Background: an optimization exercise with open tools, aiming at small area, a short achievable clock period and few clock cycles per item. Do not read the settings as production practice.
Function was checked by simulation only, so behaviour that the tests miss may differ from the original.
Power and IR drop assume default switching activity.

`flow/run.sh`:
```
#!/bin/bash
# synth_recipe.tcl (not shown) runs the flow's synth.tcl, then flattens the netlist and writes it again
# the make line also repeats each setting of config.mk as NAME=value (left out here)
make -C /OpenROAD-flow-scripts/flow DESIGN_CONFIG=/design/flow/config.mk WORK_HOME=/design/flow/orfs CLKGATE_MAP_FILE= SYNTH_SCRIPT=/design/flow/synth_recipe.tcl finish
```
`flow/config.mk`:
```
export PLATFORM = sky130hd
export DESIGN_NAME = md5_crack
export DESIGN_NICKNAME = md5_crack
export VERILOG_FILES = /design/flow/design.v
export SDC_FILE = /design/flow/constraint.sdc
export NUM_CORES = 4
export LEC_CHECK = 0
export CAP_MARGIN = 20
export CORE_MARGIN = 2
export CORE_UTILIZATION = 40
export SETUP_SLACK_MARGIN = 2.7
export SLEW_MARGIN = 20
```
`flow/constraint.sdc`:
```
create_clock -name core_clock -period 5.0 [get_ports {clk}]
set_input_delay 1.0000 -clock core_clock [delete_from_list [all_inputs] [get_ports {clk}]]
set_output_delay 1.0000 -clock core_clock [all_outputs]
set_load 0.01 [all_outputs]
```
`flow/design.v`:
```
`timescale 1ns / 1ps
module md5_dp(
  input clk,
  input [31:0] kwA,         
  input [31:0] vA,          
  input [1:0]  fA,          
  input [4:0]  sC,          
  input        ldD,         
  output reg [31:0] bA      
);
localparam [31:0] IV_A = 32'h67452301, IV_B = 32'hefcdab89,
                  IV_C = 32'h98badcfe, IV_D = 32'h10325476;
function [31:0] pg_sum(input [31:0] p0, input [31:0] g0);
  reg [31:0] g, p;
  integer i, l;
  begin
    g = g0; p = p0;
    for (l = 0; l < 5; l = l + 1)
      for (i = 0; i < 32; i = i + 1)
        if (((i >> l) & 1) == 1) begin
          g[i] = g[i] | (p[i] & g[((i >> l) << l) - 1]);
          p[i] = p[i] & p[((i >> l) << l) - 1];
        end
    pg_sum = p0 ^ {g[30:0], 1'b0};
  end
endfunction
reg [31:0] aA, cA, dA;                
reg [31:0] uB, wB, bB, cB, dB;        
reg [31:0] xC, bC, cC, dC;            
reg [31:0] pD, gD, bD, cD, dD;        
reg [31:0] fa;
always @(*) begin
  case (fA)
    2'd0: fa = (bA & cA) | (~bA & dA);
    2'd1: fa = (dA & bA) | (~dA & cA);
    2'd2: fa = bA ^ cA ^ dA;
    default: fa = cA ^ (bA | ~dA);
  endcase
end
wire [31:0] u1  = fa ^ aA ^ kwA;
wire [31:0] w1  = (fa & aA) | (fa & kwA) | (aA & kwA);
wire [31:0] w1s = {w1[30:0], 1'b0};
wire [31:0] u2  = u1 ^ w1s ^ vA;
wire [31:0] w2  = (u1 & w1s) | (u1 & vA) | (w1s & vA);
wire [31:0] xB = pg_sum(uB ^ wB, uB & wB);
wire [31:0] l0 = sC[0] ? {xC[30:0], xC[31]}    : xC;
wire [31:0] l1 = sC[1] ? {l0[29:0], l0[31:30]} : l0;
wire [31:0] l2 = sC[2] ? {l1[27:0], l1[31:28]} : l1;
wire [31:0] l3 = sC[3] ? {l2[23:0], l2[31:24]} : l2;
wire [31:0] l4 = sC[4] ? {l3[15:0], l3[31:16]} : l3;
wire [31:0] bnD = pg_sum(pD, gD);
always @(posedge clk) begin
  aA <= dD; bA <= bnD; cA <= bD; dA <= cD;
  uB <= u2;  wB <= {w2[30:0], 1'b0};
  bB <= bA;  cB <= cA;  dB <= dA;
  xC <= xB;  bC <= bB;  cC <= cB;  dC <= dB;
  if (ldD) begin
    pD <= IV_B;  gD <= 32'd0;
    bD <= IV_C;  cD <= IV_D;  dD <= IV_A;
  end else begin
    pD <= bC ^ l4;  gD <= bC & l4;
    bD <= bC;  cD <= cC;  dD <= dC;
  end
end
endmodule
module md5_crack(
  input clk,
  input reset_n,
  input start,               
  input [31:0] first,        
  input [127:0] target,      
  output done,               
  output found,              
  output [31:0] password     
    );
localparam [31:0] IV_A = 32'h67452301, IV_B = 32'hefcdab89,
                  IV_C = 32'h98badcfe, IV_D = 32'h10325476;
function [31:0] kw_rom(input [5:0] r);    
  case (r)
      6'd0: kw_rom = 32'h079ad4a8;
      6'd1: kw_rom = 32'h18f7e786;
      6'd2: kw_rom = 32'h2420715b;
      6'd3: kw_rom = 32'hc1bdceee;
      6'd4: kw_rom = 32'hf57c0faf;
      6'd5: kw_rom = 32'h4787c62a;
      6'd6: kw_rom = 32'ha8304613;
      6'd7: kw_rom = 32'hfd469501;
      6'd8: kw_rom = 32'h698098d8;
      6'd9: kw_rom = 32'h8b44f7af;
      6'd10: kw_rom = 32'hffff5bb1;
      6'd11: kw_rom = 32'h895cd7be;
      6'd12: kw_rom = 32'h6b901122;
      6'd13: kw_rom = 32'hfd987193;
      6'd14: kw_rom = 32'ha67943ce;
      6'd15: kw_rom = 32'h49b40821;
      6'd16: kw_rom = 32'h264e5592;
      6'd17: kw_rom = 32'hc040b340;
      6'd18: kw_rom = 32'h265e5a51;
      6'd19: kw_rom = 32'h19e6f7da;
      6'd20: kw_rom = 32'hd62f105d;
      6'd21: kw_rom = 32'h02441453;
      6'd22: kw_rom = 32'hd8a1e681;
      6'd23: kw_rom = 32'he7d3fbc8;
      6'd24: kw_rom = 32'h21e1cde6;
      6'd25: kw_rom = 32'hc3370816;
      6'd26: kw_rom = 32'hf4d50d87;
      6'd27: kw_rom = 32'h455a14ed;
      6'd28: kw_rom = 32'ha9e3e905;
      6'd29: kw_rom = 32'hfcefa478;
      6'd30: kw_rom = 32'h676f02d9;
      6'd31: kw_rom = 32'h8d2a4c8a;
      6'd32: kw_rom = 32'hfffa3942;
      6'd33: kw_rom = 32'h8771f681;
      6'd34: kw_rom = 32'h6d9d6122;
      6'd35: kw_rom = 32'hfde5384c;
      6'd36: kw_rom = 32'hd4ef1a74;
      6'd37: kw_rom = 32'h4bdecfa9;
      6'd38: kw_rom = 32'hf6bb4b60;
      6'd39: kw_rom = 32'hbebfbc70;
      6'd40: kw_rom = 32'h289b7ec6;
      6'd41: kw_rom = 32'h1ad1582a;
      6'd42: kw_rom = 32'hd4ef3085;
      6'd43: kw_rom = 32'h04881d05;
      6'd44: kw_rom = 32'hd9d4d039;
      6'd45: kw_rom = 32'he6db99e5;
      6'd46: kw_rom = 32'h1fa27cf8;
      6'd47: kw_rom = 32'hc4ac56e5;
      6'd48: kw_rom = 32'h24595274;
      6'd49: kw_rom = 32'h432aff97;
      6'd50: kw_rom = 32'hab9423e7;
      6'd51: kw_rom = 32'hfc93a039;
      6'd52: kw_rom = 32'h655b59c3;
      6'd53: kw_rom = 32'h8f0ccc92;
      6'd54: kw_rom = 32'hffeff47d;
      6'd55: kw_rom = 32'hb5b48e01;
      6'd56: kw_rom = 32'h6fa87e4f;
      6'd57: kw_rom = 32'hfe2ce6e0;
      6'd58: kw_rom = 32'ha3014314;
      6'd59: kw_rom = 32'h4e0811a1;
      6'd60: kw_rom = 32'hf7537e82;
      6'd61: kw_rom = 32'hbd3af235;
      6'd62: kw_rom = 32'h2ad7d33b;
      6'd63: kw_rom = 32'heb86d391;
  endcase
endfunction
function [4:0] s_of(input [5:0] r);
  case ({r[5:4], r[1:0]})
    4'd0:  s_of = 5'd7;   4'd1:  s_of = 5'd12;  4'd2:  s_of = 5'd17;  4'd3:  s_of = 5'd22;
    4'd4:  s_of = 5'd5;   4'd5:  s_of = 5'd9;   4'd6:  s_of = 5'd14;  4'd7:  s_of = 5'd20;
    4'd8:  s_of = 5'd4;   4'd9:  s_of = 5'd11;  4'd10: s_of = 5'd16;  4'd11: s_of = 5'd23;
    4'd12: s_of = 5'd6;   4'd13: s_of = 5'd10;  4'd14: s_of = 5'd15;  default: s_of = 5'd21;
  endcase
endfunction
function [31:0] bswap(input [31:0] v);
  bswap = {v[7:0], v[15:8], v[23:16], v[31:24]};
endfunction
reg        busy;        
reg        pre;         
reg        done_r;
reg        found_r;
reg [8:0]  t;           
reg [31:8] base;        
reg [7:0]  lo;          
reg [31:8] base1;       
reg [7:0]  lo1;         
reg [7:0]  plo;         
reg [3:0]  valid;       
reg        valid1;      
reg [3:0]  m0, m1;      
reg        at_end;      
reg        u0r, u1r;    
reg [5:0]  rr;          
reg [31:0] kwA;
reg [1:0]  fA;
reg [4:0]  sB, sC;
reg [31:0] vA0, vA1;    
reg [31:0] tw;
reg [3:0]  pc0, pc1;
assign done     = done_r;
assign found    = found_r;
assign password = {base, plo};
function [7:0] lo_plus(input [7:0] l, input [1:0] j);
  reg [4:0] u;
  begin
    u = {1'b0, l[3:0]} + {3'b0, j};
    if (u >= 5'd10) lo_plus = {l[7:4] + 4'd1, u[3:0] - 4'd10};
    else            lo_plus = {l[7:4], u[3:0]};
  end
endfunction
function [7:0] lo_p4(input [7:0] l);
  if (l == 8'h96) lo_p4 = 8'h00;
  else if (l[3:0] >= 4'd6) lo_p4 = {l[7:4] + 4'd1, l[3:0] - 4'd6};
  else lo_p4 = {l[7:4], l[3:0] + 4'd4};
endfunction
wire        ldD = (t == 9'd510) | (t == 9'd511) | (t == 9'd0) | (t == 9'd1);
wire [31:0] bA0, bA1;
md5_dp dp0 (.clk(clk), .kwA(kwA), .vA(vA0), .fA(fA), .sC(sC), .ldD(ldD), .bA(bA0));
md5_dp dp1 (.clk(clk), .kwA(kwA), .vA(vA1), .fA(fA), .sC(sC), .ldD(ldD), .bA(bA1));
wire [8:0] t1    = t + 9'd1;
wire [1:0] widx  = t[3:2] - 2'd1;      
wire [1:0] widxn = t1[3:2] - 2'd1;
reg  [31:0] ivw;
always @(*) begin
  case (widx)
    2'd0: ivw = IV_A;
    2'd1: ivw = IV_D;
    2'd2: ivw = IV_C;
    default: ivw = IV_B;
  endcase
end
function [3:0] check(input [31:0] b, input [31:0] iv, input [31:0] tg);
  reg [31:0] creq, cgen, bitok;
  begin
    creq  = b ^ iv ^ tg;
    cgen  = (b & iv) | (b & creq) | (iv & creq);
    bitok = ~({creq[31:1], 1'b0} ^ {cgen[30:0], creq[0]});
    check = {&bitok[31:24], &bitok[23:16], &bitok[15:8], &bitok[7:0]};
  end
endfunction
wire ok0 = &pc0;                       
wire ok1 = &pc1;
wire [1:0] foff = {first[4], 1'b0} + first[1:0];            
wire [3:0] fd7  = first[3:0];
wire [7:0] flo  = (fd7 >= {2'b0, foff}) ? {first[7:4], fd7 - {2'b0, foff}}
                                        : {first[7:4] - 4'd1, fd7 + 4'd10 - {2'b0, foff}};
reg  [31:8] inc6;
reg         cy;
integer     k;
always @(*) begin
  inc6 = base;
  cy = 1'b1;
  for (k = 2; k < 8; k = k + 1) begin
    if (cy) begin
      if (inc6[4*k +: 4] == 4'd9) inc6[4*k +: 4] = 4'd0;
      else begin inc6[4*k +: 4] = inc6[4*k +: 4] + 4'd1; cy = 1'b0; end
    end
  end
end
wire        wrap1  = (lo == 8'h96);                  
wire [31:8] b1sel  = wrap1 ? base1 : base;           
wire        wrap8  = (lo == 8'h92) | wrap1;          
wire [7:0]  lo8    = lo_p4(lo1);
wire cont    = (|m0[2:0]) | (|m1[2:0]) | (ok0 & valid[3]) | (ok1 & valid1);
wire fin     = busy & (t == 9'd261);
wire any0    = |m0;
wire any1    = |m1;
wire grp_end = busy & (((t == 9'd248) & ~cont) | (fin & ~any0 & ~any1));
wire hit     = fin & (any0 | any1);
wire [1:0] hj0 = m0[0] ? 2'd0 : m0[1] ? 2'd1 : m0[2] ? 2'd2 : 2'd3;
wire [1:0] hj1 = m1[0] ? 2'd0 : m1[1] ? 2'd1 : m1[2] ? 2'd2 : 2'd3;
wire [8:0] t2 = t + 9'd2;
wire [5:0] rn2 = t2[7:2];
wire [1:0] jn = t1[1:0];
wire use_w0 = (rn2 == 6'd0) | (rn2 == 6'd19) | (rn2 == 6'd41) | (rn2 == 6'd48);
wire use_w1 = (rn2 == 6'd1) | (rn2 == 6'd16) | (rn2 == 6'd36) | (rn2 == 6'd55);
wire [7:0] lon0 = lo_plus(lo, jn);
wire [7:0] lon1 = lo_plus(lo1, jn);
wire [31:0] v0_w0 = {4'h0, base[19:16], 4'h0, base[23:20], 4'h0, base[27:24], 4'h0, base[31:28]};
wire [31:0] v0_w1 = {4'h0, lon0[3:0], 4'h0, lon0[7:4], 4'h0, base[11:8], 4'h0, base[15:12]};
wire [31:0] v1_w0 = {4'h0, b1sel[19:16], 4'h0, b1sel[23:20], 4'h0, b1sel[27:24], 4'h0, b1sel[31:28]};
wire [31:0] v1_w1 = {4'h0, lon1[3:0], 4'h0, lon1[7:4], 4'h0, b1sel[11:8], 4'h0, b1sel[15:12]};
always @(posedge clk) begin
  if (~reset_n) begin
    busy   <= 1'b0;
    pre    <= 1'b0;
    done_r <= 1'b0;
  end else if (start & ~busy & ~pre) begin
    pre     <= 1'b1;
    done_r  <= 1'b0;
    found_r <= 1'b0;
    base    <= first[31:8];
    lo      <= flo;
    valid   <= (foff == 2'd0) ? 4'b1111 : (foff == 2'd1) ? 4'b1110 : (foff == 2'd2) ? 4'b1100 : 4'b1000;
  end else if (pre) begin
    pre  <= 1'b0;
    busy <= 1'b1;
    t    <= 9'd510;
  end else if (busy) begin
    t <= t1;
    if (t == 9'd245) begin m0[0] <= ok0 & valid[0]; m1[0] <= ok1 & valid1; end
    if (t == 9'd246) begin m0[1] <= ok0 & valid[1]; m1[1] <= ok1 & valid1; end
    if (t == 9'd247) begin m0[2] <= ok0 & valid[2]; m1[2] <= ok1 & valid1; end
    if (t == 9'd248) begin m0[3] <= ok0 & valid[3]; m1[3] <= ok1 & valid1; end
    if (t == 9'd249 || t == 9'd253 || t == 9'd257) begin m0[0] <= m0[0] & ok0; m1[0] <= m1[0] & ok1; end
    if (t == 9'd250 || t == 9'd254 || t == 9'd258) begin m0[1] <= m0[1] & ok0; m1[1] <= m1[1] & ok1; end
    if (t == 9'd251 || t == 9'd255 || t == 9'd259) begin m0[2] <= m0[2] & ok0; m1[2] <= m1[2] & ok1; end
    if (t == 9'd252 || t == 9'd256 || t == 9'd260) begin m0[3] <= m0[3] & ok0; m1[3] <= m1[3] & ok1; end
    if (hit) begin
      busy    <= 1'b0;
      done_r  <= 1'b1;
      found_r <= 1'b1;
      if (any0) plo <= lo_plus(lo, hj0);
      else begin
        plo  <= lo_plus(lo1, hj1);
        base <= b1sel;
      end
    end else if (grp_end) begin
      if (at_end) begin
        busy   <= 1'b0;
        done_r <= 1'b1;
      end else begin
        t     <= 9'd510;
        lo    <= lo8;
        if (wrap8) base <= base1;
        valid <= 4'b1111;
      end
    end
  end
end
always @(posedge clk) begin
  base1  <= inc6;
  lo1    <= lo_p4(lo);
  at_end <= (base == 24'h999999) & ((lo == 8'h92) | (lo == 8'h96));
  valid1 <= ~((base == 24'h999999) & (lo == 8'h96));
  u0r    <= use_w0;
  u1r    <= use_w1;
  rr  <= t1[7:2] + {5'd0, (t1[1:0] == 2'd3)};
  kwA <= kw_rom(rr);
  fA  <= rr[5:4];
  sB  <= s_of(t[7:2]);
  sC  <= sB;
  vA0 <= (u0r ? v0_w0 : 32'd0) | (u1r ? v0_w1 : 32'd0);
  vA1 <= (u0r ? v1_w0 : 32'd0) | (u1r ? v1_w1 : 32'd0);
  case (widxn)
    2'd0: tw <= bswap(target[127:96]);
    2'd1: tw <= bswap(target[31:0]);
    2'd2: tw <= bswap(target[63:32]);
    default: tw <= bswap(target[95:64]);
  endcase
  pc0 <= check(bA0, ivw, tw);
  pc1 <= check(bA1, ivw, tw);
end
endmodule
```
==> results of run 1 <==
==> power by group through the flow <==
stage	sequential (mW)	clock, mW	combinational (mW)
final	20.5	10.9	22.4
after global routing	20.9	11.5	24.2
after CTS	20.0	11.0	19.1
after detailed placement	20.0	0	15.3
after global placement	19.9	0	15.0
after floorplan	18.4	0	11.3
==> worst min-delay path by stage <==
stage	from	endpoint	slack, ns	cells past startpoint
3_3_place_gp	dp0.dB[15]	dp0.dC[15]	0.31	0
3_5_place_dp	dp0.dD[9]	dp0.aA[9]	0.31	0
6_report	dp1.bB[19]	dp1.bC[19]	0.31	0
2_1_floorplan	dp0.dD[0]	dp0.aA[0]	0.31	0
4_1_cts	dp1.bB[10]	dp1.bC[10]	0.31	0
5_1_grt	dp1.cD[31]	dp1.dA[31]	0.32	0
==> per-layer routing <==
metal  routed length (um)  track usage (%)  vias to the layer above  part of all wire, %
li1                     -                -                    18994                    -
met1                79000             33.5                    21115                   39
met3                14000             4.65                      596                  7.0
met5                   46                0                        -                0.023
met4                14200             14.7                        6                  7.1
met2                93200             43.3                     1932                   47
==> metrics by stage <==
stage          hold WS, ns  setup slack (ns)  area (um2)  util [%]
2_1_floorplan        0.310              1.67       56200         -
3_3_place_gp         0.310              1.68       59700      43.4
3_5_place_dp         0.312              1.67       59700      43.4
4_1_cts              0.311              2.36       73900      53.7
5_1_grt              0.318              2.22       78700      57.1
6_report             0.312              2.28       78700      57.1
==> synth_stat cells, drive strengths merged (10+ instances only) <==
| cell type | n |
|---|---|
| nor3 | 161 |
| and2 | 205 |
| a31oi | 21 |
| xor2 | 152 |
| a21oi | 240 |
| o21ai | 263 |
| a311oi | 13 |
| mux2 | 39 |
| nand2b | 152 |
| o211ai | 15 |
| edfxtp | 61 |
| o22ai | 94 |
| fa | 167 |
| nand2 | 317 |
| a21boi | 10 |
| a222oi | 13 |
| a21o | 45 |
| nor2b | 17 |
| nand3 | 105 |
| dfxtp | 1309 |
| nor3b | 70 |
| a22o | 11 |
| buf | 65 |
| mux4 | 106 |
| inv | 392 |
| clkbuf | 164 |
| a22oi | 14 |
| ha | 219 |
| nor4 | 11 |
| nand4 | 31 |
| nor2 | 171 |
| a211oi | 13 |
| o311a | 62 |
| mux2i | 137 |
| xnor2 | 148 |
==> repair_timing <==
item | in CTS | in global routing
hold buffers | 0 | 0
setup endpoints to repair | 755 | 684
buffers inserted | 288 | 108
pin swaps | 259 | 330
gates resized for setup | 1156 | 689
endpoints found under the hold margin | 0 | 0
cloned | 95 | 24
==> placed cells by master (no fill, tap or decap), types with 108 or more instances in the layout <==
cell type	instances
xor2_1	127
inv_1	325
a21oi_1	183
clkdlybuf4s50_1	160
nor2_1	150
xnor2_1	122
dfxtp_1	1272
buf_4	232
clkbuf_16	163
fa_1	116
buf_6	108
nand2_1	265
ha_1	133
and2_1	122
==> cell families after synthesis <==
family / share of synthesized area [%]
xor+xnor: 4.73
compound gates: 10.2
flops: 50.5
mux: 7.55
buf+inv: 4.28
simple gates: 11.8
fa+ha+maj: 10.9
==> area by class of cell <==
cell class	count	area (um2)
Tap cell	1794	2240
Antenna cell	4	10.0
Clock inverter	58	803
Timing Repair inverter	1	5.00
Multi-Input combinational cell	3135	31900
Clock buffer	198	3990
Sequential cell	1370	28100
Inverter	394	1520
Fill cell	10694	59000
Timing Repair Buffer	750	10100
==> metrics.yaml, run 1 <==
global_routing:
  grt_pass1_wl_um: 278000
  grt_pass1_vias: 41299
  grt_use_total_pct: 26.6
  grt_max_degree: 65
  gr-total-overflow: 0
  antenna_found_initial: 10
setup_path:
  cp.arrival_ns: 3.40
  critPathSlowestCell: "fa_1"
  path_buf_inv: 5
  rr_endpoint: "dp0.uB[11]"
  end_kind: "flop"
  slowest_delay_ns: 0.46
  cp-startpoint: "fA[0]"
  reg2reg_depth: 10
  worstSetupStartpointType: "flop"
  cpMostUsedCell: "buf_12"
  critPathKind: "flop to flop"
  reg2reg_slack_ns: 2.28
  reg2reg_from: "fA[0]"
  path_max_fanout: 6
  endpoint: "dp0.uB[11]"
  cp_num_cells: 10
  required_ns: 5.68
  cpLargestDelayFamily: "adder cells"
  worstPathCellList: "buf_12 > buf_12 > buf_12 > buf_16 > nor3b_1 > a21oi_1 > o22ai_2 > fa_1 > inv_2 > fa_2"
sta:
  tns_ns: 0
  worstMarginPinSlew_ns: 1.24
  setup_viol: 0
  fmax_ghz: 0.367
  hold_viol_final: 0
  rsz0062_at_grt: "true"
  slew_headroom_pct: 17.0
  maxSlewViolCount: 0
  fin_skew_ns: 0.0535
  post-route-period-util_pct: 54.5
  fin_crit_ns: 2.72
yosys:
  netlist_area_um2: 55600
  ys_top_cells_by_area: "dfxtp_1, fa_1, ha_1"
  syn_nets: 5672
  ys_seq_area_share_pct: 50.5
  yosys.area.top_type: "dfxtp_1"
  synthFlopType: "dfxtp_1"
  syn-mean-instance-area_um2: 10.8
  synth_cell_type_count: 87
  ys_seq_elements: 1370
  synth_top_area_share_pct: 47.2
  ys_async_sr_fraction_pct: 0
  ys.warnings.count: 2
  synth_cells: 5123
  synth-edff-count: 61
clocking:
  cts_tree: "done"
  cts_buffers: 141
  clock_latency_ns: 0.80
  htreeDepth: 4
  cts_max_path_buffers: 3
  cts.clk_slew.worst_paths_ns: 0.06
  cts-root-buf: "clkbuf_16"
  clock_sinks: 1370
place:
  port_buffers: 196
  dpl.hpwl_um: 115000
  dp.cells: 6929
  place_congestion: 0.941
detailed_routing:
  drt_iter0_drc: 3587
  wl_per_cell_um: 26.0
  vias: 42643
  wirelength_um: 200000
  dr.pass1.iters: 8
  route.detailed.drc: 0
  viasPerCell: 5.54
  postRouteAntennaNets: 0
die:
  die_w_um: 377
  dieHeight_um: 377
  core-area_um2: 138000
  rows: 136
  dieArea_um2: 142000
  ios: 197
  start_util_pct: 40.4
power_and_ir_drop:
  p_comb_share_pct: 41.7
  seq_power_share_pct: 38.1
  leakage_nw: 32.8
  power_mw: 53.8
  p_sw_share_pct: 37.4
  clockPowerShare_pct: 20.2
  pwr_density_cell_nw_per_um2: 684
  switching_power_mw: 20.1
  max-vdd-ir-drop_mv: 0.413
  intPower_mw: 33.7
run_status:
  status: "timing/DRC/antenna clean"
finish:
  nNetsFinal: 6342
  fin_cells: 7704
  drive_gt1_share_pct: 34.7
  areaGrowthSynthToFinish_pct: 41.6
flow_run:
  cap_violations: 0
min_path:
  hold_path_class: "flop to flop"
Testbench counts, summed over its fixed seeds: cycles 263,255, candidates 8,001.
==> inputs of run 2 (changes only) <==
--- a/flow/config.mk
+++ b/flow/config.mk
@@ -7,6 +7,6 @@
 export LEC_CHECK = 0
 export CAP_MARGIN = 20
 export CORE_MARGIN = 2
-export CORE_UTILIZATION = 40
-export SETUP_SLACK_MARGIN = 2.7
+export CORE_UTILIZATION = 55
+export SETUP_SLACK_MARGIN = 2.4
 export SLEW_MARGIN = 20
==> metrics.yaml, run 2 <==
run_status:
  status: "timing/DRC/antenna clean"
die:
  core-area_um2: 100000
  ios: 197
  rows: 116
  dieArea_um2: 104000
  start_util_pct: 55.5
  die_w_um: 322
  dieHeight_um: 322
yosys:
  synth_cell_type_count: 87
  synth_cells: 5123
  ys_top_cells_by_area: "dfxtp_1, fa_1, ha_1"
  ys_async_sr_fraction_pct: 0
  yosys.area.top_type: "dfxtp_1"
  yosys-top-cells-count: "dfxtp_1, inv_1, nand2_1, o21ai_0, a21oi_1"
  ys_seq_elements: 1370
  syn_nets: 5672
  ys_seq_area_share_pct: 50.5
  synth.most_common_cell: "dfxtp_1"
  synth_top_area_share_pct: 47.2
  syn-mean-instance-area_um2: 10.8
  synth-edff-count: 61
  netlist_area_um2: 55600
  synthFlopType: "dfxtp_1"
  ys.warnings.count: 2
finish:
  fin_area_um2: 67100
  drive_gt1_share_pct: 15.0
  nNetsFinal: 6017
  seqCellArea_um2: 28100
  fill_cells: 7801
  layout_common_cells: "dfxtp_1, inv_1, nand2_1, a21oi_1, o21ai_0"
  areaGrowthSynthToFinish_pct: 20.7
  layout_commonest_cell: "dfxtp_1"
  multiInputGateArea_um2: 26300
  utilization_pct: 67.0
setup_path:
  worstPathCellList: "inv_1 > a21oi_2 > ha_2 > inv_2 > fa_2 > xor2_2 > ha_2 > a21boi_2 > o21ai_2 > buf_4 > mux2_4 > a21oi_2"
  required_ns: 5.60
  worstSetupStartpointType: "flop"
  reg2reg_from: "m1[1]"
  critPathKind: "flop to flop"
  slowest_delay_ns: 0.39
  rr_endpoint: "plo[2]"
  reg2reg_depth: 12
  path_max_fanout: 4
  cp.arrival_ns: 3.29
  critPathSlowestCell: "edfxtp_1"
  reg2reg_slack_ns: 2.32
  end_kind: "flop"
clocking:
  cts.clk_slew.worst_paths_ns: 0.06
  clock_sinks: 1370
  clock_latency_ns: 0.75
  cts_hold_buf: 0
  cts_buffers: 142
  cts_tree: "done"
  htreeDepth: 4
  cts_max_path_buffers: 3
  cts-root-buf: "clkbuf_16"
sta:
  fmax_ghz: 0.373
  post-route-period-util_pct: 53.7
  slew_headroom_pct: 35.6
  fin_skew_ns: 0.0248
  timing.final.ws_setup_ns: 2.32
  worstMarginPinSlew_ns: 0.953
  maxSlewViolCount: 0
  rsz0062_at_grt: "true"
  tns_ns: 0
  hold_viol_final: 0
  setup_viol: 0
  fin_crit_ns: 2.68
power_and_ir_drop:
  pwr_density_cell_nw_per_um2: 717
  leakage_nw: 28.5
  max-vdd-ir-drop_mv: 0.461
  power_mw: 48.1
global_routing:
  grt_use_total_pct: 30.8
  grt_max_degree: 82
  grt_pass1_vias: 37057
  gr-total-overflow: 0
  antenna_found_initial: 5
  grt_pass1_wl_um: 235000
flow_run:
  cap_violations: 0
place:
  dpl.hpwl_um: 115000
  port_buffers: 196
  place_congestion: 0.964
  placed_area_um2: 58900
  dp_slack_ns: 1.38
detailed_routing:
  wirelength_um: 166000
  viasPerCell: 5.71
  postRouteAntennaNets: 0
  route.detailed.drc: 0
  drt_iter0_drc: 3846
  vias: 39256
  wl_per_cell_um: 24.1
  dr.pass1.iters: 10
min_path:
  hold_depth: 0
  hold_start: "dp0.dD[15]"
  hold_path_class: "flop to flop"
  holdPathEnd: "dp0.aA[15]"
[run 2: cell counts after synthesis]
No cell type changed its count.
[run 2: cell families after synthesis]
| group | after synthesis | synth area share (%) |
|---|---|---|
| XOR/XNOR | 300 | 4.73 |
| multiplexers | 282 | 7.55 |
| AND/OR/NAND/NOR | 1272 | 11.8 |
| flip-flops | 1370 | 50.5 |
| buffers and inverters | 623 | 4.28 |
| adder cells (fa/ha/maj) | 386 | 10.9 |
| AO/OA/AOI/OAI | 890 | 10.2 |
[run 2: metrics by stage]
step           instances  hold slack [ns]
3_5_place_dp        6436            0.312
6_report            6880            0.317
4_1_cts             6811            0.319
2_1_floorplan       5123            0.310
3_3_place_gp        6436            0.309
5_1_grt             6879            0.325
[run 2: repair_timing]
item / in CTS / in global routing
pin swaps: 50 / 67
endpoints found under the setup margin: 664 / 414
endpoints found under the hold margin: 0 / 0
buffers inserted: 111 / 51
gates resized for setup: 147 / 182
gates cloned: 7 / 17
[run 2: critical path, delay by kind of cell (launching register included)]
kind	cells	cell delay (ns)
fa+ha+maj	3	0.76
compound gates	4	0.66
flops	1	0.39
mux	1	0.30
buf+inv	3	0.28
xor+xnor	1	0.17
[run 2: layout make-up]
| class | count | share of cell area, % |
|---|---|---|
| tap | 1298 | 2.42 |
| clock buffer | 202 | 6.20 |
| clock inverter | 55 | 1.29 |
| sequential | 1370 | 41.9 |
| multi-input combinational | 3134 | 39.2 |
| timing repair buffer | 426 | 6.80 |
| inverter | 394 | 2.22 |
| antenna | 1 | 0.00373 |
[run 2: worst max-delay path by stage]
stage / from / to
2_1_floorplan: t[2] / pc1[0]
3_3_place_gp: start / base[19]
3_5_place_dp: start / base[25]
4_1_cts: m1[2] / plo[7]
5_1_grt: m1[2] / plo[2]
6_report: m1[1] / plo[2]
[run 2: per-layer routing]
metal  GRT usage (%)  part of all wire (%)  vias to the layer above
li1                -                     -                    18290
met3            4.98                   7.5                      318
met4            9.96                   3.4                        0
met1            42.6                    44                    19016
met2            49.3                    45                     1632
met5               0                     0                        -
[run 2: power breakdown]
part / switching, mW / total (mW) / leakage (nW) / internal [mW]
registers: 3.79 / 20.2 / 11.6 / 16.4
logic: 8.89 / 16.7 / 14.5 / 7.81
clock network: 4.41 / 11.2 / 2.46 / 6.77
total: 17.1 / 48.1 / 28.5 / 31.0
==> inputs of run 3 (changes only) <==
--- a/flow/design.v
+++ b/flow/design.v
@@ -37,11 +37,11 @@
     default: fa = cA ^ (bA | ~dA);
   endcase
 end
-wire [31:0] u1  = fa ^ aA ^ kwA;
-wire [31:0] w1  = (fa & aA) | (fa & kwA) | (aA & kwA);
+wire [31:0] u1  = aA ^ kwA ^ vA;               
+wire [31:0] w1  = (aA & kwA) | (aA & vA) | (kwA & vA);
 wire [31:0] w1s = {w1[30:0], 1'b0};
-wire [31:0] u2  = u1 ^ w1s ^ vA;
-wire [31:0] w2  = (u1 & w1s) | (u1 & vA) | (w1s & vA);
+wire [31:0] u2  = u1 ^ w1s ^ fa;
+wire [31:0] w2  = (u1 & w1s) | (u1 & fa) | (w1s & fa);
 wire [31:0] xB = pg_sum(uB ^ wB, uB & wB);
 wire [31:0] l0 = sC[0] ? {xC[30:0], xC[31]}    : xC;
 wire [31:0] l1 = sC[1] ? {l0[29:0], l0[31:30]} : l0;
@@ -180,11 +180,32 @@
 assign found    = found_r;
 assign password = {base, plo};
 function [7:0] lo_plus(input [7:0] l, input [1:0] j);
-  reg [4:0] u;
+  reg [4:0] u;    
   begin
-    u = {1'b0, l[3:0]} + {3'b0, j};
-    if (u >= 5'd10) lo_plus = {l[7:4] + 4'd1, u[3:0] - 4'd10};
-    else            lo_plus = {l[7:4], u[3:0]};
+    case ({l[3:1], j})
+      5'd0: u = 5'h00;
+      5'd1: u = 5'h01;
+      5'd2: u = 5'h02;
+      5'd3: u = 5'h03;
+      5'd4: u = 5'h02;
+      5'd5: u = 5'h03;
+      5'd6: u = 5'h04;
+      5'd7: u = 5'h05;
+      5'd8: u = 5'h04;
+      5'd9: u = 5'h05;
+      5'd10: u = 5'h06;
+      5'd11: u = 5'h07;
+      5'd12: u = 5'h06;
+      5'd13: u = 5'h07;
+      5'd14: u = 5'h08;
+      5'd15: u = 5'h09;
+      5'd16: u = 5'h08;
+      5'd17: u = 5'h09;
+      5'd18: u = 5'h10;
+      5'd19: u = 5'h11;
+      default: u = 5'h00;
+    endcase
+    lo_plus = {u[4] ? l[7:4] + 4'd1 : l[7:4], u[3:0]};
   end
 endfunction
 function [7:0] lo_p4(input [7:0] l);
@@ -197,7 +218,7 @@
 md5_dp dp0 (.clk(clk), .kwA(kwA), .vA(vA0), .fA(fA), .sC(sC), .ldD(ldD), .bA(bA0));
 md5_dp dp1 (.clk(clk), .kwA(kwA), .vA(vA1), .fA(fA), .sC(sC), .ldD(ldD), .bA(bA1));
 wire [8:0] t1    = t + 9'd1;
-wire [1:0] widx  = t[3:2] - 2'd1;      
+reg  [1:0] widx;                       
 wire [1:0] widxn = t1[3:2] - 2'd1;
 reg  [31:0] ivw;
 always @(*) begin
@@ -327,6 +348,7 @@
     2'd2: tw <= bswap(target[63:32]);
     default: tw <= bswap(target[95:64]);
   endcase
+  widx <= widxn;
   pc0 <= check(bA0, ivw, tw);
   pc1 <= check(bA1, ivw, tw);
 end
--- a/flow/config.mk
+++ b/flow/config.mk
@@ -8,5 +8,7 @@
 export CAP_MARGIN = 20
 export CORE_MARGIN = 2
 export CORE_UTILIZATION = 55
+export CTS_CLUSTER_DIAMETER = 150
+export CTS_CLUSTER_SIZE = 22
 export SETUP_SLACK_MARGIN = 2.4
 export SLEW_MARGIN = 20
==> metrics.yaml, run 3 <==
sta:
  hold_viol_final: 0
  fin_crit_ns: 2.71
  tns_ns: 0
  fin_skew_ns: 0.0353
  setup_viol: 0
  maxSlewViolCount: 0
  rsz0062_at_grt: "true"
  fmax_ghz: 0.370
  worstMarginPinSlew_ns: 0.971
  slew_headroom_pct: 35.3
  post-route-period-util_pct: 54.1
setup_path:
  required_ns: 5.59
  reg2reg_from: "dp0.wB[15]"
  slowest_delay_ns: 0.43
  reg2reg_depth: 10
  cp.arrival_ns: 3.30
  end_kind: "flop"
  path_max_fanout: 5
  critPathSlowestCell: "or3b_4"
  rr_endpoint: "dp0.xC[30]"
  reg2reg_slack_ns: 2.29
  worstPathCellList: "ha_4 > and4_4 > nand3_1 > or3b_4 > a211o_1 > a21boi_2 > o21ai_4 > buf_6 > o31ai_4 > xor2_2"
  critPathKind: "flop to flop"
  worstSetupStartpointType: "flop"
finish:
  nNetsFinal: 5990
  seqCellArea_um2: 28100
  multiInputGateArea_um2: 26300
  fill_cells: 8097
  layout_commonest_cell: "dfxtp_1"
  drive_gt1_share_pct: 11.1
  layout_common_cells: "dfxtp_1, nand2_1, nor2_1, inv_1, a21oi_1"
  areaGrowthSynthToFinish_pct: 14.6
  utilization_pct: 63.4
detailed_routing:
  route.detailed.drc: 0
  vias: 38609
  postRouteAntennaNets: 0
  drt_iter0_drc: 3493
  wl_per_cell_um: 23.8
  dr.pass1.iters: 8
  wirelength_um: 161000
  viasPerCell: 5.72
yosys:
  ys_seq_area_share_pct: 50.9
  syn_nets: 5758
  synth_cells: 5203
  synthFlopType: "dfxtp_1"
  synth.most_common_cell: "dfxtp_1"
  ys_async_sr_fraction_pct: 0
  synth-edff-count: 61
  ys.warnings.count: 2
  ys_seq_elements: 1372
  yosys-top-cells-count: "dfxtp_1, nand2_1, nor2_1, a21oi_1, inv_1"
  synth_cell_type_count: 78
  syn-mean-instance-area_um2: 10.6
  netlist_area_um2: 55200
  synth_top_area_share_pct: 47.5
  ys_top_cells_by_area: "dfxtp_1, fa_1, ha_1"
  yosys.area.top_type: "dfxtp_1"
global_routing:
  grt_pass1_vias: 36137
  grt_pass1_wl_um: 231000
  gr-total-overflow: 0
  grt_use_total_pct: 30.1
  grt_max_degree: 88
  antenna_found_initial: 6
power_and_ir_drop:
  clockPowerShare_pct: 14.7
  intPower_mw: 26.9
  switching_power_mw: 15.7
  p_comb_share_pct: 37.9
  pwr_density_cell_nw_per_um2: 673
  leakage_nw: 26.4
  max-vdd-ir-drop_mv: 0.491
  p_sw_share_pct: 36.9
  seq_power_share_pct: 47.4
clocking:
  cts_max_path_buffers: 3
  cts_tree: "done"
  cts.clk_slew.worst_paths_ns: 0.09
  cts_buffers: 72
  cts-root-buf: "clkbuf_16"
  htreeDepth: 3
  clock_latency_ns: 0.68
  cts_hold_buf: 0
  clock_sinks: 1372
die:
  dieHeight_um: 321
  start_util_pct: 55.3
  die_w_um: 321
  dieArea_um2: 103000
  core-area_um2: 99900
  rows: 116
  ios: 197
place:
  port_buffers: 196
  dpl.hpwl_um: 111000
  place_congestion: 0.943
min_path:
  hold_start: "dp1.bD[10]"
  hold_path_class: "flop to flop"
  hold_depth: 0
  holdPathEnd: "dp1.cA[10]"
flow_run:
  cap_violations: 0
run_status:
  status: "timing/DRC/antenna clean"
## run 3: cell types whose count changed in the layout (fill, tap and decap cells not counted), sizes merged, moves of 46 or more
cell    change
a21oi      +54
a31oi      +53
clkbuf    -124
inv       -112
nand2      +92
nand3      -46
nor2      +128
nor3b      -51
o22ai      -50
o311a      -59
## run 3: cell type report
| class | count | share of cell area [%] |
|---|---|---|
| clock buffer | 88 | 3.11 |
| tap | 1298 | 2.57 |
| inverter | 292 | 1.78 |
| multi-input combinational | 3300 | 41.6 |
| timing repair inverter | 2 | 0.0198 |
| sequential | 1372 | 44.5 |
| clock inverter | 3 | 0.0573 |
| antenna | 1 | 0.00395 |
| timing repair buffer | 395 | 6.39 |
## run 3: critical path, delay by kind of cell (launching register included)
kind / cells / cell delay [ns]
compound gates: 4 / 0.88
simple gates: 3 / 0.77
flops: 1 / 0.35
fa+ha+maj: 1 / 0.30
xor+xnor: 1 / 0.20
buf+inv: 1 / 0.13
## run 3: kinds of logic (layout without fill, tap and decap cells)
group / after synthesis / after routing / synth area share, %
simple gates: 1376 / 1376 / 12.1
mux: 270 / 270 / 6.56
compound gates: 954 / 956 / 10.9
other cells: 0 / 1 / 0
buf+inv: 533 / 780 / 3.66
xor+xnor: 305 / 305 / 4.84
fa+ha+maj: 393 / 393 / 11.1
flops: 1372 / 1372 / 50.9
## run 3: layer usage
layer	GRT usage [%]	wire length [um]	vias up
met5	0	53	-
met4	9.56	5580	8
met3	4.70	11000	220
met2	46.0	69900	1393
met1	43.8	74100	18783
li1	-	-	18205
## run 3: power by group through the flow
| stage | logic [mW] | registers (mW) | clock network, mW |
|---|---|---|---|
| final | 16.2 | 20.2 | 6.27 |
| after global routing | 18.0 | 20.7 | 6.79 |
| after CTS | 15.3 | 20.1 | 6.41 |
| after detailed placement | 14.5 | 20.3 | 0 |
| after global placement | 14.3 | 20.3 | 0 |
| after floorplan | 10.9 | 18.5 | 0 |
## run 3: what timing repair did
action,CTS,global route
endpoints found under the setup margin,426,390
cloned,5,8
pin swaps,31,53
resized for setup,180,181
buffers inserted,90,58
## run 3: through the flow
step | std cells | total power [mW] | setup slack [ns] | hold WS (ns) | cell area, um2
final | 6751 | 42.6 | 2.29 | 0.314 | 63300
after global routing | 6750 | 45.6 | 2.22 | 0.322 | 63300
after CTS | 6684 | 41.8 | 2.32 | 0.319 | 61900
after detailed placement | 6498 | 34.8 | 1.48 | 0.312 | 58400
after global placement | 6498 | 34.5 | 1.54 | 0.309 | 58400
after floorplan | 5203 | 29.5 | 2.23 | 0.310 | 55300
## run 3: how the worst max path moves through the flow
stage / from / endpoint / slack (ns) / cells past startpoint
floorplan: widx[0] / pc1[0] / 2.23 / 7
global placement: t[6] / base[23] / 1.54 / 8
detailed placement: m0[1] / base[28] / 1.48 / 8
CTS: dp0.uB[2] / dp0.xC[30] / 2.32 / 11
global route: dp0.wB[15] / dp0.xC[31] / 2.22 / 10
finish: dp0.wB[15] / dp0.xC[30] / 2.29 / 10
Testbench counts of run 3, summed over its fixed seeds: cycles 263,255, candidates 8,001.
==> inputs of run 4 (changes only) <==
--- a/flow/design.v
+++ b/flow/design.v
@@ -154,6 +154,7 @@
 function [31:0] bswap(input [31:0] v);
   bswap = {v[7:0], v[15:8], v[23:16], v[31:24]};
 endfunction
+localparam NDP = 3;     
 reg        busy;        
 reg        pre;         
 reg        done_r;
@@ -162,20 +163,21 @@
 reg [31:8] base;        
 reg [7:0]  lo;          
 reg [31:8] base1;       
-reg [7:0]  lo1;         
+reg [7:0]  lo1, lo2;    
 reg [7:0]  plo;         
 reg [3:0]  valid;       
-reg        valid1;      
-reg [3:0]  m0, m1;      
+reg [NDP-1:1] vdp;      
+reg [4*NDP-1:0] m;      
 reg        at_end;      
 reg        u0r, u1r;    
 reg [5:0]  rr;          
 reg [31:0] kwA;
 reg [1:0]  fA;
 reg [4:0]  sB, sC;
-reg [31:0] vA0, vA1;    
+reg [32*NDP-1:0] vA;    
 reg [31:0] tw;
-reg [3:0]  pc0, pc1;
+reg [4*NDP-1:0] pc;
+reg [1:0]  widx;        
 assign done     = done_r;
 assign found    = found_r;
 assign password = {base, plo};
@@ -213,12 +215,29 @@
   else if (l[3:0] >= 4'd6) lo_p4 = {l[7:4] + 4'd1, l[3:0] - 4'd6};
   else lo_p4 = {l[7:4], l[3:0] + 4'd4};
 endfunction
-wire        ldD = (t == 9'd510) | (t == 9'd511) | (t == 9'd0) | (t == 9'd1);
-wire [31:0] bA0, bA1;
-md5_dp dp0 (.clk(clk), .kwA(kwA), .vA(vA0), .fA(fA), .sC(sC), .ldD(ldD), .bA(bA0));
-md5_dp dp1 (.clk(clk), .kwA(kwA), .vA(vA1), .fA(fA), .sC(sC), .ldD(ldD), .bA(bA1));
+wire [NDP:1] wrap = {lo >= 8'h88, lo >= 8'h92, lo >= 8'h96};     
+wire [31:8] bdp1 = wrap[1] ? base1 : base;
+wire [31:8] bdp2 = wrap[2] ? base1 : base;
+wire [32*NDP-1:0] dlo = {lo2, lo1, lo};                            
+wire [24*NDP-1:0] dbase = {bdp2, bdp1, base};                      
+wire [1:0] foff = {first[4], 1'b0} + first[1:0];            
+wire [3:0] fd7  = first[3:0];
+wire [7:0] flo  = (fd7 >= {2'b0, foff}) ? {first[7:4], fd7 - {2'b0, foff}}
+                                        : {first[7:4] - 4'd1, fd7 + 4'd10 - {2'b0, foff}};
+reg  [31:8] inc6;
+reg         cy;
+integer     k;
+always @(*) begin
+  inc6 = base;
+  cy = 1'b1;
+  for (k = 2; k < 8; k = k + 1) begin
+    if (cy) begin
+      if (inc6[4*k +: 4] == 4'd9) inc6[4*k +: 4] = 4'd0;
+      else begin inc6[4*k +: 4] = inc6[4*k +: 4] + 4'd1; cy = 1'b0; end
+    end
+  end
+end
 wire [8:0] t1    = t + 9'd1;
-reg  [1:0] widx;                       
 wire [1:0] widxn = t1[3:2] - 2'd1;
 reg  [31:0] ivw;
 always @(*) begin
@@ -238,48 +257,47 @@
     check = {&bitok[31:24], &bitok[23:16], &bitok[15:8], &bitok[7:0]};
   end
 endfunction
-wire ok0 = &pc0;                       
-wire ok1 = &pc1;
-wire [1:0] foff = {first[4], 1'b0} + first[1:0];            
-wire [3:0] fd7  = first[3:0];
-wire [7:0] flo  = (fd7 >= {2'b0, foff}) ? {first[7:4], fd7 - {2'b0, foff}}
-                                        : {first[7:4] - 4'd1, fd7 + 4'd10 - {2'b0, foff}};
-reg  [31:8] inc6;
-reg         cy;
-integer     k;
-always @(*) begin
-  inc6 = base;
-  cy = 1'b1;
-  for (k = 2; k < 8; k = k + 1) begin
-    if (cy) begin
-      if (inc6[4*k +: 4] == 4'd9) inc6[4*k +: 4] = 4'd0;
-      else begin inc6[4*k +: 4] = inc6[4*k +: 4] + 4'd1; cy = 1'b0; end
-    end
+wire        ldD = (t == 9'd510) | (t == 9'd511) | (t == 9'd0) | (t == 9'd1);
+wire [32*NDP-1:0] bA;
+wire [NDP-1:0]    ok;                  
+wire [NDP-1:0]    vk = {vdp, valid[3]};    
+genvar gk;
+generate
+  for (gk = 0; gk < NDP; gk = gk + 1) begin : g
+    md5_dp dp (.clk(clk), .kwA(kwA), .vA(vA[32*gk +: 32]), .fA(fA), .sC(sC), .ldD(ldD),
+               .bA(bA[32*gk +: 32]));
+    assign ok[gk] = &pc[4*gk +: 4];
   end
-end
-wire        wrap1  = (lo == 8'h96);                  
-wire [31:8] b1sel  = wrap1 ? base1 : base;           
-wire        wrap8  = (lo == 8'h92) | wrap1;          
-wire [7:0]  lo8    = lo_p4(lo1);
-wire cont    = (|m0[2:0]) | (|m1[2:0]) | (ok0 & valid[3]) | (ok1 & valid1);
+endgenerate
+wire cont    = (|(m & {NDP{4'b0111}})) | (|(ok & vk));
 wire fin     = busy & (t == 9'd261);
-wire any0    = |m0;
-wire any1    = |m1;
-wire grp_end = busy & (((t == 9'd248) & ~cont) | (fin & ~any0 & ~any1));
-wire hit     = fin & (any0 | any1);
-wire [1:0] hj0 = m0[0] ? 2'd0 : m0[1] ? 2'd1 : m0[2] ? 2'd2 : 2'd3;
-wire [1:0] hj1 = m1[0] ? 2'd0 : m1[1] ? 2'd1 : m1[2] ? 2'd2 : 2'd3;
+wire grp_end = busy & (((t == 9'd248) & ~cont) | (fin & ~(|m)));
+wire hit     = fin & (|m);
+reg  [3:0] hidx;
+integer    h;
+always @(*) begin
+  hidx = 4'd0;
+  for (h = 4*NDP-1; h >= 0; h = h - 1)
+    if (m[h]) hidx = h[3:0];
+end
 wire [8:0] t2 = t + 9'd2;
 wire [5:0] rn2 = t2[7:2];
 wire [1:0] jn = t1[1:0];
 wire use_w0 = (rn2 == 6'd0) | (rn2 == 6'd19) | (rn2 == 6'd41) | (rn2 == 6'd48);
 wire use_w1 = (rn2 == 6'd1) | (rn2 == 6'd16) | (rn2 == 6'd36) | (rn2 == 6'd55);
-wire [7:0] lon0 = lo_plus(lo, jn);
-wire [7:0] lon1 = lo_plus(lo1, jn);
-wire [31:0] v0_w0 = {4'h0, base[19:16], 4'h0, base[23:20], 4'h0, base[27:24], 4'h0, base[31:28]};
-wire [31:0] v0_w1 = {4'h0, lon0[3:0], 4'h0, lon0[7:4], 4'h0, base[11:8], 4'h0, base[15:12]};
-wire [31:0] v1_w0 = {4'h0, b1sel[19:16], 4'h0, b1sel[23:20], 4'h0, b1sel[27:24], 4'h0, b1sel[31:28]};
-wire [31:0] v1_w1 = {4'h0, lon1[3:0], 4'h0, lon1[7:4], 4'h0, b1sel[11:8], 4'h0, b1sel[15:12]};
+reg  [32*NDP-1:0] vnext;
+reg  [7:0]  ln;
+reg  [31:8] bk;
+integer     q;
+always @(*) begin
+  for (q = 0; q < NDP; q = q + 1) begin
+    ln = lo_plus(dlo[8*q +: 8], jn);
+    bk = dbase[24*q +: 24];
+    vnext[32*q +: 32] =
+      (u0r ? {4'h0, bk[19:16], 4'h0, bk[23:20], 4'h0, bk[27:24], 4'h0, bk[31:28]} : 32'd0) |
+      (u1r ? {4'h0, ln[3:0], 4'h0, ln[7:4], 4'h0, bk[11:8], 4'h0, bk[15:12]} : 32'd0);
+  end
+end
 always @(posedge clk) begin
   if (~reset_n) begin
     busy   <= 1'b0;
@@ -298,31 +316,30 @@
     t    <= 9'd510;
   end else if (busy) begin
     t <= t1;
-    if (t == 9'd245) begin m0[0] <= ok0 & valid[0]; m1[0] <= ok1 & valid1; end
-    if (t == 9'd246) begin m0[1] <= ok0 & valid[1]; m1[1] <= ok1 & valid1; end
-    if (t == 9'd247) begin m0[2] <= ok0 & valid[2]; m1[2] <= ok1 & valid1; end
-    if (t == 9'd248) begin m0[3] <= ok0 & valid[3]; m1[3] <= ok1 & valid1; end
-    if (t == 9'd249 || t == 9'd253 || t == 9'd257) begin m0[0] <= m0[0] & ok0; m1[0] <= m1[0] & ok1; end
-    if (t == 9'd250 || t == 9'd254 || t == 9'd258) begin m0[1] <= m0[1] & ok0; m1[1] <= m1[1] & ok1; end
-    if (t == 9'd251 || t == 9'd255 || t == 9'd259) begin m0[2] <= m0[2] & ok0; m1[2] <= m1[2] & ok1; end
-    if (t == 9'd252 || t == 9'd256 || t == 9'd260) begin m0[3] <= m0[3] & ok0; m1[3] <= m1[3] & ok1; end
+    for (q = 0; q < NDP; q = q + 1) begin
+      if (t == 9'd245) m[4*q+0] <= ok[q] & (q == 0 ? valid[0] : vdp[q]);
+      if (t == 9'd246) m[4*q+1] <= ok[q] & (q == 0 ? valid[1] : vdp[q]);
+      if (t == 9'd247) m[4*q+2] <= ok[q] & (q == 0 ? valid[2] : vdp[q]);
+      if (t == 9'd248) m[4*q+3] <= ok[q] & (q == 0 ? valid[3] : vdp[q]);
+      if (t == 9'd249 || t == 9'd253 || t == 9'd257) m[4*q+0] <= m[4*q+0] & ok[q];
+      if (t == 9'd250 || t == 9'd254 || t == 9'd258) m[4*q+1] <= m[4*q+1] & ok[q];
+      if (t == 9'd251 || t == 9'd255 || t == 9'd259) m[4*q+2] <= m[4*q+2] & ok[q];
+      if (t == 9'd252 || t == 9'd256 || t == 9'd260) m[4*q+3] <= m[4*q+3] & ok[q];
+    end
     if (hit) begin
       busy    <= 1'b0;
       done_r  <= 1'b1;
       found_r <= 1'b1;
-      if (any0) plo <= lo_plus(lo, hj0);
-      else begin
-        plo  <= lo_plus(lo1, hj1);
-        base <= b1sel;
-      end
+      plo     <= lo_plus(dlo[8*hidx[3:2] +: 8], hidx[1:0]);
+      base    <= dbase[24*hidx[3:2] +: 24];
     end else if (grp_end) begin
       if (at_end) begin
         busy   <= 1'b0;
         done_r <= 1'b1;
       end else begin
         t     <= 9'd510;
-        lo    <= lo8;
-        if (wrap8) base <= base1;
+        lo    <= lo_p4(lo2);
+        if (wrap[3]) base <= base1;
         valid <= 4'b1111;
       end
     end
@@ -331,8 +348,9 @@
 always @(posedge clk) begin
   base1  <= inc6;
   lo1    <= lo_p4(lo);
-  at_end <= (base == 24'h999999) & ((lo == 8'h92) | (lo == 8'h96));
-  valid1 <= ~((base == 24'h999999) & (lo == 8'h96));
+  lo2    <= lo_p4(lo_p4(lo));
+  at_end <= (base == 24'h999999) & wrap[3];
+  vdp    <= ~({wrap[2], wrap[1]} & {2{base == 24'h999999}});
   u0r    <= use_w0;
   u1r    <= use_w1;
   rr  <= t1[7:2] + {5'd0, (t1[1:0] == 2'd3)};
@@ -340,8 +358,7 @@
   fA  <= rr[5:4];
   sB  <= s_of(t[7:2]);
   sC  <= sB;
-  vA0 <= (u0r ? v0_w0 : 32'd0) | (u1r ? v0_w1 : 32'd0);
-  vA1 <= (u0r ? v1_w0 : 32'd0) | (u1r ? v1_w1 : 32'd0);
+  vA  <= vnext;
   case (widxn)
     2'd0: tw <= bswap(target[127:96]);
     2'd1: tw <= bswap(target[31:0]);
@@ -349,7 +366,7 @@
     default: tw <= bswap(target[95:64]);
   endcase
   widx <= widxn;
-  pc0 <= check(bA0, ivw, tw);
-  pc1 <= check(bA1, ivw, tw);
+  for (q = 0; q < NDP; q = q + 1)
+    pc[4*q +: 4] <= check(bA[32*q +: 32], ivw, tw);
 end
 endmodule
==> metrics.yaml, run 4 <==
yosys:
  ys.warnings.count: 2
  synthFlopType: "dfxtp_1"
  syn_nets: 7882
  synth_top_area_share_pct: 49.0
  ys_async_sr_fraction_pct: 0
  synth_cell_type_count: 96
  synth.most_common_cell: "dfxtp_1"
  ys_top_cells_by_area: "dfxtp_1, fa_1, ha_1"
  yosys-top-cells-count: "dfxtp_1, nand2_1, nor2_1, inv_1, a21oi_1"
  yosys.area.top_type: "dfxtp_1"
  synth_cells: 7153
  netlist_area_um2: 78100
  ys_seq_area_share_pct: 51.5
  synth-edff-count: 65
  ys_seq_elements: 1978
  syn-mean-instance-area_um2: 10.9
detailed_routing:
  wl_per_cell_um: 24.3
  viasPerCell: 5.61
  postRouteAntennaNets: 0
  drt_iter0_drc: 4462
  vias: 52489
  wirelength_um: 227000
  dr.pass1.iters: 6
  route.detailed.drc: 0
sta:
  rsz0062_at_grt: "true"
  hold_viol_final: 0
  fin_skew_ns: 0.0618
  fmax_ghz: 0.369
  tns_ns: 0
  post-route-period-util_pct: 54.2
  worstMarginPinSlew_ns: 1.07
  maxSlewViolCount: 0
  setup_viol: 0
  fin_crit_ns: 2.71
  slew_headroom_pct: 28.7
place:
  place_congestion: 0.921
  dpl.hpwl_um: 159000
  port_buffers: 196
  placed_area_um2: 82000
die:
  rows: 138
  dieHeight_um: 381
  die_w_um: 381
  dieArea_um2: 145000
  ios: 197
  start_util_pct: 55.3
  core-area_um2: 141000
power_and_ir_drop:
  seq_power_share_pct: 46.4
  pwr_density_cell_nw_per_um2: 704
  leakage_nw: 37.4
  switching_power_mw: 23.9
  max-vdd-ir-drop_mv: 0.446
  intPower_mw: 39.1
  clockPowerShare_pct: 13.7
  p_comb_share_pct: 39.9
  p_sw_share_pct: 38.0
clocking:
  cts_max_path_buffers: 3
  cts-root-buf: "clkbuf_16"
  cts_buffers: 99
  clock_sinks: 1978
  clock_latency_ns: 0.78
  cts_tree: "done"
  htreeDepth: 3
  cts.clk_slew.worst_paths_ns: 0.10
setup_path:
  end_kind: "flop"
  required_ns: 5.54
  path_max_fanout: 5
  cp.arrival_ns: 3.25
  critPathKind: "flop to flop"
  worstSetupStartpointType: "flop"
  reg2reg_slack_ns: 2.29
finish:
  layout_common_cells: "dfxtp_1, nand2_1, nor2_1, inv_1, a21oi_1"
  nNetsFinal: 8178
  fin_area_um2: 89600
  areaGrowthSynthToFinish_pct: 14.7
  drive_gt1_share_pct: 13.2
  layout_commonest_cell: "dfxtp_1"
global_routing:
  grt_use_total_pct: 30.3
  gr-total-overflow: 0
  antenna_found_initial: 14
  grt_pass1_vias: 49729
  grt_max_degree: 133
  grt_pass1_wl_um: 327000
min_path:
  hold_path_class: "flop to flop"
flow_run:
  cap_violations: 0
run_status:
  status: "timing/DRC/antenna clean"
==> run 4: changes by cell type in the layout (fill, tap and decap cells not counted), moves of 79 or more <==
cell     previous run  this run
a21oi_1           279       364
inv_1             280       379
nor2_1            292       409
nand2_1           405       530
xnor2_1           153       257
and2_1            203       301
fa_1              163       242
dfxtp_1          1285      1885
ha_1              193       285
==> run 4: final cells by class <==
| class | count | area [um2] |
|---|---|---|
| tap | 1890 | 2360 |
| fill | 11381 | 51600 |
| timing repair inverter | 1 | 7.51 |
| clock buffer | 112 | 2530 |
| antenna | 5 | 12.5 |
| multi-input combinational | 4474 | 37400 |
| inverter | 394 | 1510 |
| sequential | 1978 | 40300 |
| timing repair buffer | 501 | 5350 |
| clock inverter | 7 | 141 |
==> run 4: final timing paths <==
check	startpoint	to	cells after the start
worst max-delay path	m[10]	plo[7]	11
worst min-delay path	g[0].dp.cD[19]	g[0].dp.dA[19]	0
worst max register to register	m[10]	plo[7]	11
worst min register to register	g[0].dp.cD[19]	g[0].dp.dA[19]	0
==> run 4: power by group through the flow <==
stage | Sequential [mW] | Clock (mW) | Combinational [mW]
2_1_floorplan | 27.0 | 0 | 16.3
3_3_place_gp | 29.3 | 0 | 21.6
3_5_place_dp | 29.4 | 0 | 22.1
4_1_cts | 29.2 | 8.83 | 23.7
5_1_grt | 30.0 | 9.36 | 27.9
6_report | 29.2 | 8.64 | 25.2
==> run 4: through the flow <==
step / instances / worst slack, ns / total power, mW / hold slack, ns / util [%]
after floorplan: 7153 / 1.65 / 43.3 / 0.310 / -
after global placement: 8989 / 0.166 / 50.9 / 0.310 / 58.0
after detailed placement: 8992 / 1.42 / 51.5 / 0.312 / 58.1
after CTS: 9282 / 2.29 / 61.7 / 0.283 / 61.9
after global routing: 9357 / 2.17 / 67.3 / 0.302 / 63.4
final: 9362 / 2.29 / 63.0 / 0.286 / 63.4
==> run 4: kinds of logic after synthesis <==
kind of cell    after synthesis  share of synthesized area, %
flops                      1978                          51.5
buf+inv                     702                          3.46
compound gates             1214                          9.96
simple gates               1820                          11.5
mux                         398                          6.81
xor+xnor                    475                          5.33
fa+ha+maj                   566                          11.4
==> run 4: routing by layer <==
metal	up-vias	global-route usage [%]	wire length (um)
met5	-	0	34
met4	4	11.5	9930
met3	299	5.05	15500
met2	1603	45.0	98300
met1	25831	44.2	103000
li1	24752	-	-
==> run 4: critical path, cell delays in order (launching register included) <==
cell      delay [ns]
edfxtp_1        0.41
or4_4           0.60
nand3_4         0.14
nand2_8         0.08
o21ai_4         0.17
ha_2            0.19
o211ai_1        0.14
nor4_4          0.26
nand2_1         0.11
xnor2_1         0.16
o22ai_1         0.16
a21oi_2         0.04
==> run 4: timing repair <==
action	4_1_cts	5_1_grt
hold buffers	0	0
setup buffers	165	64
pin swaps	80	88
resized for setup	322	313
cloned	6	11
setup endpoints to repair	836	487
Testbench counts of run 4, summed over its fixed seeds: cycles 177,915, candidates 8,001.
==> inputs of run 5 (changes only) <==
--- a/flow/design.v
+++ b/flow/design.v
@@ -25,7 +25,7 @@
   end
 endfunction
 reg [31:0] aA, cA, dA;                
-reg [31:0] uB, wB, bB, cB, dB;        
+reg [31:0] pB, gB, bB, cB, dB;        
 reg [31:0] xC, bC, cC, dC;            
 reg [31:0] pD, gD, bD, cD, dD;        
 reg [31:0] fa;
@@ -42,7 +42,8 @@
 wire [31:0] w1s = {w1[30:0], 1'b0};
 wire [31:0] u2  = u1 ^ w1s ^ fa;
 wire [31:0] w2  = (u1 & w1s) | (u1 & fa) | (w1s & fa);
-wire [31:0] xB = pg_sum(uB ^ wB, uB & wB);
+wire [31:0] w2s = {w2[30:0], 1'b0};
+wire [31:0] xB  = pg_sum(pB, gB);
 wire [31:0] l0 = sC[0] ? {xC[30:0], xC[31]}    : xC;
 wire [31:0] l1 = sC[1] ? {l0[29:0], l0[31:30]} : l0;
 wire [31:0] l2 = sC[2] ? {l1[27:0], l1[31:28]} : l1;
@@ -51,7 +52,7 @@
 wire [31:0] bnD = pg_sum(pD, gD);
 always @(posedge clk) begin
   aA <= dD; bA <= bnD; cA <= bD; dA <= cD;
-  uB <= u2;  wB <= {w2[30:0], 1'b0};
+  pB <= u2 ^ w2s;  gB <= u2 & w2s;
   bB <= bA;  cB <= cA;  dB <= dA;
   xC <= xB;  bC <= bB;  cC <= cB;  dC <= dB;
   if (ldD) begin
@@ -177,7 +178,8 @@
 reg [32*NDP-1:0] vA;    
 reg [31:0] tw;
 reg [4*NDP-1:0] pc;
-reg [1:0]  widx;        
+reg [3:0]  wsel;        
+reg [3:0]  wseln;       
 assign done     = done_r;
 assign found    = found_r;
 assign password = {base, plo};
@@ -238,16 +240,10 @@
   end
 end
 wire [8:0] t1    = t + 9'd1;
-wire [1:0] widxn = t1[3:2] - 2'd1;
-reg  [31:0] ivw;
-always @(*) begin
-  case (widx)
-    2'd0: ivw = IV_A;
-    2'd1: ivw = IV_D;
-    2'd2: ivw = IV_C;
-    default: ivw = IV_B;
-  endcase
-end
+wire [8:0] t2s   = t + 9'd2;
+wire [1:0] widx2 = t2s[3:2] - 2'd1;    
+wire [31:0] ivw  = ({32{wsel[0]}} & IV_A) | ({32{wsel[1]}} & IV_D) |
+                   ({32{wsel[2]}} & IV_C) | ({32{wsel[3]}} & IV_B);
 function [3:0] check(input [31:0] b, input [31:0] iv, input [31:0] tg);
   reg [31:0] creq, cgen, bitok;
   begin
@@ -359,13 +355,10 @@
   sB  <= s_of(t[7:2]);
   sC  <= sB;
   vA  <= vnext;
-  case (widxn)
-    2'd0: tw <= bswap(target[127:96]);
-    2'd1: tw <= bswap(target[31:0]);
-    2'd2: tw <= bswap(target[63:32]);
-    default: tw <= bswap(target[95:64]);
-  endcase
-  widx <= widxn;
+  tw <= ({32{wseln[0]}} & bswap(target[127:96])) | ({32{wseln[1]}} & bswap(target[31:0])) |
+        ({32{wseln[2]}} & bswap(target[63:32]))  | ({32{wseln[3]}} & bswap(target[95:64]));
+  wseln <= 4'b0001 << widx2;
+  wsel  <= wseln;
   for (q = 0; q < NDP; q = q + 1)
     pc[4*q +: 4] <= check(bA[32*q +: 32], ivw, tw);
 end
==> metrics.yaml, run 5 <==
finish:
  fill_cells: 11287
  seqCellArea_um2: 40300
  layout_common_cells: "dfxtp_1, nand2_1, nor2_1, inv_1, a21oi_1"
  areaGrowthSynthToFinish_pct: 14.0
  layout_commonest_cell: "dfxtp_1"
  nNetsFinal: 8164
setup_path:
  path_max_fanout: 3
  cp-startpoint: "g[0].dp.pD[1]"
  worstPathCellList: "ha_4 > o211ai_1 > buf_4 > a21oi_4 > o221a_4 > a32oi_2 > a41o_4 > o21ai_4 > o41a_1 > or4_1 > nand4_1"
  slowest_delay_ns: 0.41
  critPathKind: "flop to flop"
  rr_endpoint: "g[0].dp.bA[31]"
  required_ns: 5.72
  reg2reg_depth: 11
  cp.arrival_ns: 3.44
clocking:
  htreeDepth: 3
  cts-root-buf: "clkbuf_16"
  cts_buffers: 100
  cts.clk_slew.worst_paths_ns: 0.09
  cts_max_path_buffers: 3
  cts_tree: "done"
  clock_latency_ns: 0.78
global_routing:
  grt_pass1_vias: 50392
  antenna_found_initial: 8
  grt_max_degree: 97
  gr-total-overflow: 0
  grt_pass1_wl_um: 334000
sta:
  fin_skew_ns: 0.0571
  fmax_ghz: 0.368
  fin_crit_ns: 2.72
  setup_viol: 0
  worstMarginPinSlew_ns: 1.01
  whs_ns: 0.303
  rsz0062_at_grt: "true"
  post-route-period-util_pct: 54.4
  maxSlewViolCount: 0
yosys:
  yosys.area.top_type: "dfxtp_1"
  ys_seq_area_share_pct: 51.9
  netlist_area_um2: 77700
  synth-edff-count: 65
  synth_top_area_share_pct: 49.4
  ys_top_cells_by_area: "dfxtp_1, fa_1, ha_1"
  ys.warnings.count: 2
  synth_cells: 7163
  syn_nets: 7890
run_status:
  status: "timing/DRC/antenna clean"
detailed_routing:
  postRouteAntennaNets: 0
  wl_per_cell_um: 25.2
  route.detailed.drc: 0
  viasPerCell: 5.70
  dr.pass1.iters: 6
  wirelength_um: 235000
  vias: 53218
  drt_iter0_drc: 4563
die:
  die_w_um: 380
  start_util_pct: 55.5
  core-area_um2: 140000
  rows: 137
  dieHeight_um: 380
power_and_ir_drop:
  p_comb_share_pct: 38.1
  switching_power_mw: 23.5
  max-vdd-ir-drop_mv: 0.413
  pwr_density_cell_nw_per_um2: 702
  seq_power_share_pct: 47.8
  clockPowerShare_pct: 14.1
  p_sw_share_pct: 37.8
  leakage_nw: 37.2
place:
  place_congestion: 0.950
  dpl.hpwl_um: 167000
flow_run:
  cap_violations: 0
min_path:
  hold_path_class: "flop to flop"
-- run 5: cell count changes in the layout (fill, tap and decap cells not counted), sizes merged, moves of 26 or more --
cell / delta
nor2: -58
nand2: +44
inv: -46
a311oi: -26
mux2i: -57
nand3: +36
xnor2: -28
a22oi: +55
a222oi: -32
a21oi: -42
o22ai: -44
o21ai: +59
nor3: +84
-- run 5: worst max-delay path: cells and delay by family, from the launching register on --
family                     cells  cell delay (ns)
AOI/OAI and AO/OA              7             1.48
adders and majority gates      1             0.16
DFF                            1             0.34
buffers and inverters          1             0.17
and+or+nand+nor                2             0.51
-- run 5: per-layer routing --
metal	global-route usage, %	wire, um	vias to the layer above
met2	50.1	107000	1801
li1	-	-	24811
met5	0	49	-
met4	12.7	12100	8
met1	42.5	102000	26148
met3	4.54	14000	450
-- run 5: cell families (layout without fill, tap and decap cells) --
family,after synthesis,count (layout),synth area share [%]
muxes,360,360,6.39
other,0,2,0
AOI/OAI and AO/OA,1219,1219,9.98
buffers and inverters,654,944,3.20
DFF,1981,1981,51.9
adders and majority gates,564,564,11.3
and+or+nand+nor,1953,1954,12.3
xor gates and xnor gates,432,432,4.87
-- run 5: per-stage QoR --
stage          cell area (um2)  instances  power [mW]  setup slack, ns  utilization, %
2_1_floorplan            77800       7163        43.1             2.34               -
3_3_place_gp             81700       9000        51.0             1.59            58.4
3_5_place_dp             81800       9000        51.7             1.64            58.4
4_1_cts                  86700       9252        61.5             2.25            62.0
5_1_grt                  88600       9330        66.6             2.15            63.3
6_report                 88600       9332        62.2             2.28            63.3
-- run 5: area by class of cell --
class                      count  area share [%]
inverter                     342            1.46
clock buffer                 110            2.87
antenna                        2         0.00565
tap                         1876            2.65
sequential                  1981            45.6
multi-input combinational   4529            41.2
clock inverter                 9           0.242
timing repair buffer         483            5.99
-- run 5: power by group through the flow --
stage	clock, mW	sequential (mW)	combinational [mW]
after floorplan	0	27.2	15.9
after global placement	0	29.8	21.2
after detailed placement	0	29.9	21.8
after CTS	8.93	29.6	22.9
after global routing	9.47	30.5	26.6
final	8.76	29.7	23.7
-- run 5: repair_timing --
item	CTS	global route
buffers inserted	125	63
gates resized for setup	237	269
cloned	8	15
setup endpoints to repair	867	507
pin swaps	42	59
-- run 5: how the worst min path moves through the flow --
| stage | startpoint | end | slack [ns] | cells after the start |
|---|---|---|---|---|
| floorplan | g[0].dp.dD[0] | g[0].dp.aA[0] | 0.31 | 0 |
| global placement | g[2].dp.bD[13] | g[2].dp.cA[13] | 0.31 | 0 |
| detailed placement | g[0].dp.cB[8] | g[0].dp.cC[8] | 0.31 | 0 |
| CTS | g[2].dp.bD[19] | g[2].dp.cA[19] | 0.29 | 0 |
| global route | g[1].dp.bB[6] | g[1].dp.bC[6] | 0.30 | 0 |
| finish | g[2].dp.bD[19] | g[2].dp.cA[19] | 0.30 | 0 |
Testbench counts of run 5, summed over its fixed seeds: cycles 177,915, candidates 8,001.

Re-timed with assumed drivers on the ports (clkbuf_16 on the clock, buf_2 on other inputs), run 5 has 2.279 ns of setup slack against 2.279 ns with ideal ports, and 1.818 ns once port delays also move by the mid clock arrival of 0.825 ns.
